This design comes from an exercise in tuning for small area, a short achievable clock period and few clock cycles per item on the open sky130 flow, not from production work. At most, simulation tests tie the RTL to the original design; equivalence was not proved.

Setup of the baseline:
Design multiply, start of the top module:
module multiply (clk, prod, fin, mcand, mplier, reset);
	input clk, reset;
	output [63:0] prod;
	output fin;
	input [31:0] mcand, mplier;
	reg first;		 
	reg [1:0] cnt;		 
	reg [32:0] S, C;	 
	reg [11:0] lx, ly;	 
	reg cin;		 
	reg [5:0] e1, e2, en;	 
	reg [23:0] sh;	 
	assign fin = (cnt == 3);
	wire [35:0] mpx = {4'd0, mplier};
	wire [12:0] nxt = first ? mpx[23:11] : sh[23:11];	 
	wire [32:0] a = S & {33{~first}} | {1'b1, 32'd0} & {33{first}};
	wire [32:0] b = C & {33{~first}};
	wire [33:0] m1 = {2'b00, mcand};
	wire [33:0] m2 = {1'b0, mcand, 1'b0};
	wire [2:0] f0 = {mplier[1], mplier[0], 1'b0};
	wire [2:0] q0 = nxt[2:0];
	wire s1_0 = e1[0] | first & (f0[1] ^ f0[0]);
	wire s2_0 = e2[0] | first & ((f0 == 3'b100) | (f0 == 3'b011));
	wire ng0 = en[0] | first & f0[2];
	wire [33:0] r0 = (({34{s1_0}} & m1) | ({34{s2_0}} & m2)) ^ {34{ng0}};
	wire [2:0] f1 = {mplier[3], mplier[2], mplier[1]};
	wire [2:0] q1 = nxt[4:2];
	wire s1_1 = e1[1] | first & (f1[1] ^ f1[0]);
  ...
For scale: roughly 1,400 cells after synthesis, about 130 flip-flops, roughly 130 I/O pins, about 0.015 sq mm of cells after synthesis.
Settings: LEC_CHECK=0, CAP_MARGIN=20, CORE_MARGIN=2, CORE_UTILIZATION=40, SETUP_SLACK_MARGIN=0.5, SLEW_MARGIN=20, SYNTH_HIERARCHICAL=1, SYNTH_MINIMUM_KEEP_SIZE=0; clock period 4.5 ns.
standard.sh (not shown) runs the stock make flow with config.mk's settings and CLKGATE_MAP_FILE= SYNTH_SCRIPT=/design/flow/synth_recipe.tcl, a recipe that flattens the netlist after the stock synthesis.
==> flow/flow/run.sh <==
#!/bin/bash
# Standard layout, but with plain buffers on the ports instead of delay cells.
export BUFFER_PORTS_ARGS="-buffer_cell sky130_fd_sc_hd__buf_2"
bash standard.sh > standard.log 2>&1
Testbench counts of the baseline, summed over its fixed seeds: cycles 12,800, items 3,200.
Changes in the candidate relative to the baseline:
--- a/flow/design.v
+++ b/flow/design.v
@@ -1,64 +1,64 @@
 module multiply (clk, prod, fin, mcand, mplier, reset);
 	input clk, reset;
 	output [63:0] prod;
 	output fin;
 	input [31:0] mcand, mplier;
 	reg first;		 
 	reg [1:0] cnt;		 
 	reg [32:0] S, C;	 
 	reg [11:0] lx, ly;	 
 	reg cin;		 
-	reg [5:0] e1, e2, en;	 
+	reg [5:0] e1, e2;	 
 	reg [23:0] sh;	 
 	assign fin = (cnt == 3);
 	wire [35:0] mpx = {4'd0, mplier};
 	wire [12:0] nxt = first ? mpx[23:11] : sh[23:11];	 
 	wire [32:0] a = S & {33{~first}} | {1'b1, 32'd0} & {33{first}};
 	wire [32:0] b = C & {33{~first}};
 	wire [33:0] m1 = {2'b00, mcand};
 	wire [33:0] m2 = {1'b0, mcand, 1'b0};
 	wire [2:0] f0 = {mplier[1], mplier[0], 1'b0};
 	wire [2:0] q0 = nxt[2:0];
 	wire s1_0 = e1[0] | first & (f0[1] ^ f0[0]);
 	wire s2_0 = e2[0] | first & ((f0 == 3'b100) | (f0 == 3'b011));
-	wire ng0 = en[0] | first & f0[2];
+	wire ng0 = first ? mplier[1] : sh[1];
 	wire [33:0] r0 = (({34{s1_0}} & m1) | ({34{s2_0}} & m2)) ^ {34{ng0}};
 	wire [2:0] f1 = {mplier[3], mplier[2], mplier[1]};
 	wire [2:0] q1 = nxt[4:2];
 	wire s1_1 = e1[1] | first & (f1[1] ^ f1[0]);
 	wire s2_1 = e2[1] | first & ((f1 == 3'b100) | (f1 == 3'b011));
-	wire ng1 = en[1] | first & f1[2];
+	wire ng1 = first ? mplier[3] : sh[3];
 	wire [33:0] r1 = (({34{s1_1}} & m1) | ({34{s2_1}} & m2)) ^ {34{ng1}};
 	wire [2:0] f2 = {mplier[5], mplier[4], mplier[3]};
 	wire [2:0] q2 = nxt[6:4];
 	wire s1_2 = e1[2] | first & (f2[1] ^ f2[0]);
 	wire s2_2 = e2[2] | first & ((f2 == 3'b100) | (f2 == 3'b011));
-	wire ng2 = en[2] | first & f2[2];
+	wire ng2 = first ? mplier[5] : sh[5];
 	wire [33:0] r2 = (({34{s1_2}} & m1) | ({34{s2_2}} & m2)) ^ {34{ng2}};
 	wire [2:0] f3 = {mplier[7], mplier[6], mplier[5]};
 	wire [2:0] q3 = nxt[8:6];
 	wire s1_3 = e1[3] | first & (f3[1] ^ f3[0]);
 	wire s2_3 = e2[3] | first & ((f3 == 3'b100) | (f3 == 3'b011));
-	wire ng3 = en[3] | first & f3[2];
+	wire ng3 = first ? mplier[7] : sh[7];
 	wire [33:0] r3 = (({34{s1_3}} & m1) | ({34{s2_3}} & m2)) ^ {34{ng3}};
 	wire [2:0] f4 = {mplier[9], mplier[8], mplier[7]};
 	wire [2:0] q4 = nxt[10:8];
 	wire s1_4 = e1[4] | first & (f4[1] ^ f4[0]);
 	wire s2_4 = e2[4] | first & ((f4 == 3'b100) | (f4 == 3'b011));
-	wire ng4 = en[4] | first & f4[2];
+	wire ng4 = first ? mplier[9] : sh[9];
 	wire [33:0] r4 = (({34{s1_4}} & m1) | ({34{s2_4}} & m2)) ^ {34{ng4}};
 	wire [2:0] f5 = {mplier[11], mplier[10], mplier[9]};
 	wire [2:0] q5 = nxt[12:10];
 	wire s1_5 = e1[5] | first & (f5[1] ^ f5[0]);
 	wire s2_5 = e2[5] | first & ((f5 == 3'b100) | (f5 == 3'b011));
-	wire ng5 = en[5] | first & f5[2];
+	wire ng5 = first ? mplier[11] : sh[11];
 	wire [33:0] r5 = (({34{s1_5}} & m1) | ({34{s2_5}} & m2)) ^ {34{ng5}};
 	wire l0_6_0_s, l0_6_0_c;
 	ha ul0_6_0 (a[6], b[6], l0_6_0_s, l0_6_0_c);
 	wire l0_7_1_s, l0_7_1_c;
 	ha ul0_7_1 (a[7], b[7], l0_7_1_s, l0_7_1_c);
 	wire l0_8_2_s, l0_8_2_c;
 	fa ul0_8_2 (a[8], b[8], r0[8], l0_8_2_s, l0_8_2_c);
 	wire l0_8_3_s, l0_8_3_c;
 	ha ul0_8_3 (r1[6], r2[4], l0_8_3_s, l0_8_3_c);
 	wire l0_9_4_s, l0_9_4_c;
@@ -527,21 +527,20 @@
 			cnt <= 0;
 		else if (cnt != 3)
 			cnt <= cnt + 1'b1;
 		S <= x[44:12];
 		C <= y[44:12];
 		lx <= x[11:0];
 		ly <= y[11:0];
 		cin <= low[12] & ~first;
 		e1 <= reset ? 6'd0 : {q5[1] ^ q5[0], q4[1] ^ q4[0], q3[1] ^ q3[0], q2[1] ^ q2[0], q1[1] ^ q1[0], q0[1] ^ q0[0]};
 		e2 <= reset ? 6'd0 : {(q5 == 3'b100) | (q5 == 3'b011), (q4 == 3'b100) | (q4 == 3'b011), (q3 == 3'b100) | (q3 == 3'b011), (q2 == 3'b100) | (q2 == 3'b011), (q1 == 3'b100) | (q1 == 3'b011), (q0 == 3'b100) | (q0 == 3'b011)};
-		en <= reset ? 6'd0 : {q5[2], q4[2], q3[2], q2[2], q1[2], q0[2]};
 		sh <= first ? mpx[35:12] : {low[11:0], sh[23:12]};
 	end
 	wire [40:0] his = {S, lx, cin} + {C, ly, cin};
 	wire [39:0] hi = his[40:1];
 	assign prod = {hi, sh};
 endmodule
 module fa (a, b, c, s, co);
 	input a, b, c;
 	output s, co;
 	assign s = a ^ b ^ c;
[summary]
Every stage of the flow completed for the candidate, and the final layout passed the timing, design-rule and antenna checks. Looking only at worst setup slack before clock tree synthesis, and setting everything else aside, the lower value of the candidate and the baseline goes to the baseline. When the candidate is set beside the baseline, its number of non-clock buffers in the layout turns out to be 5 larger. Compared with the baseline, in the candidate total wire length after detailed routing higher; synthesized netlist cell count -13. The candidate ended with more worst setup slack than the baseline.
No functional check of the RTL was part of the candidate.

## port drivers added, routing unchanged
The results above use ideal ports. As a check the final layouts listed here were re-extracted and re-timed, cells and wires unchanged. Step 1: set_driving_cell puts a clkbuf_16 on clk and a buf_2 on each other input, an assumption about the parent block. Step 2, shift: input delay + t, output delay - t, t = (earliest + latest rising clock arrival at the registers) / 2. This alone moves slack from input paths to output paths. a / b / c = no drivers / after step 1 / after step 2; a / b = the first two.
run | t, ns | setup slack, ns | slew at the worst register clock pin (ns) | cell pins on the clock port's net
the baseline | 0.482 | 0.565 / 0.555 / 0.104 | 0.07 / 0.07 | 1
the candidate | 0.483 | 0.579 / 0.554 / 0.124 | 0.07 / 0.07 | 1
After both steps setup and hold are still met in every run listed. The setup slack of the baseline, which loses most, moves by -0.010 ns with the drivers and by -0.461 ns with both steps.
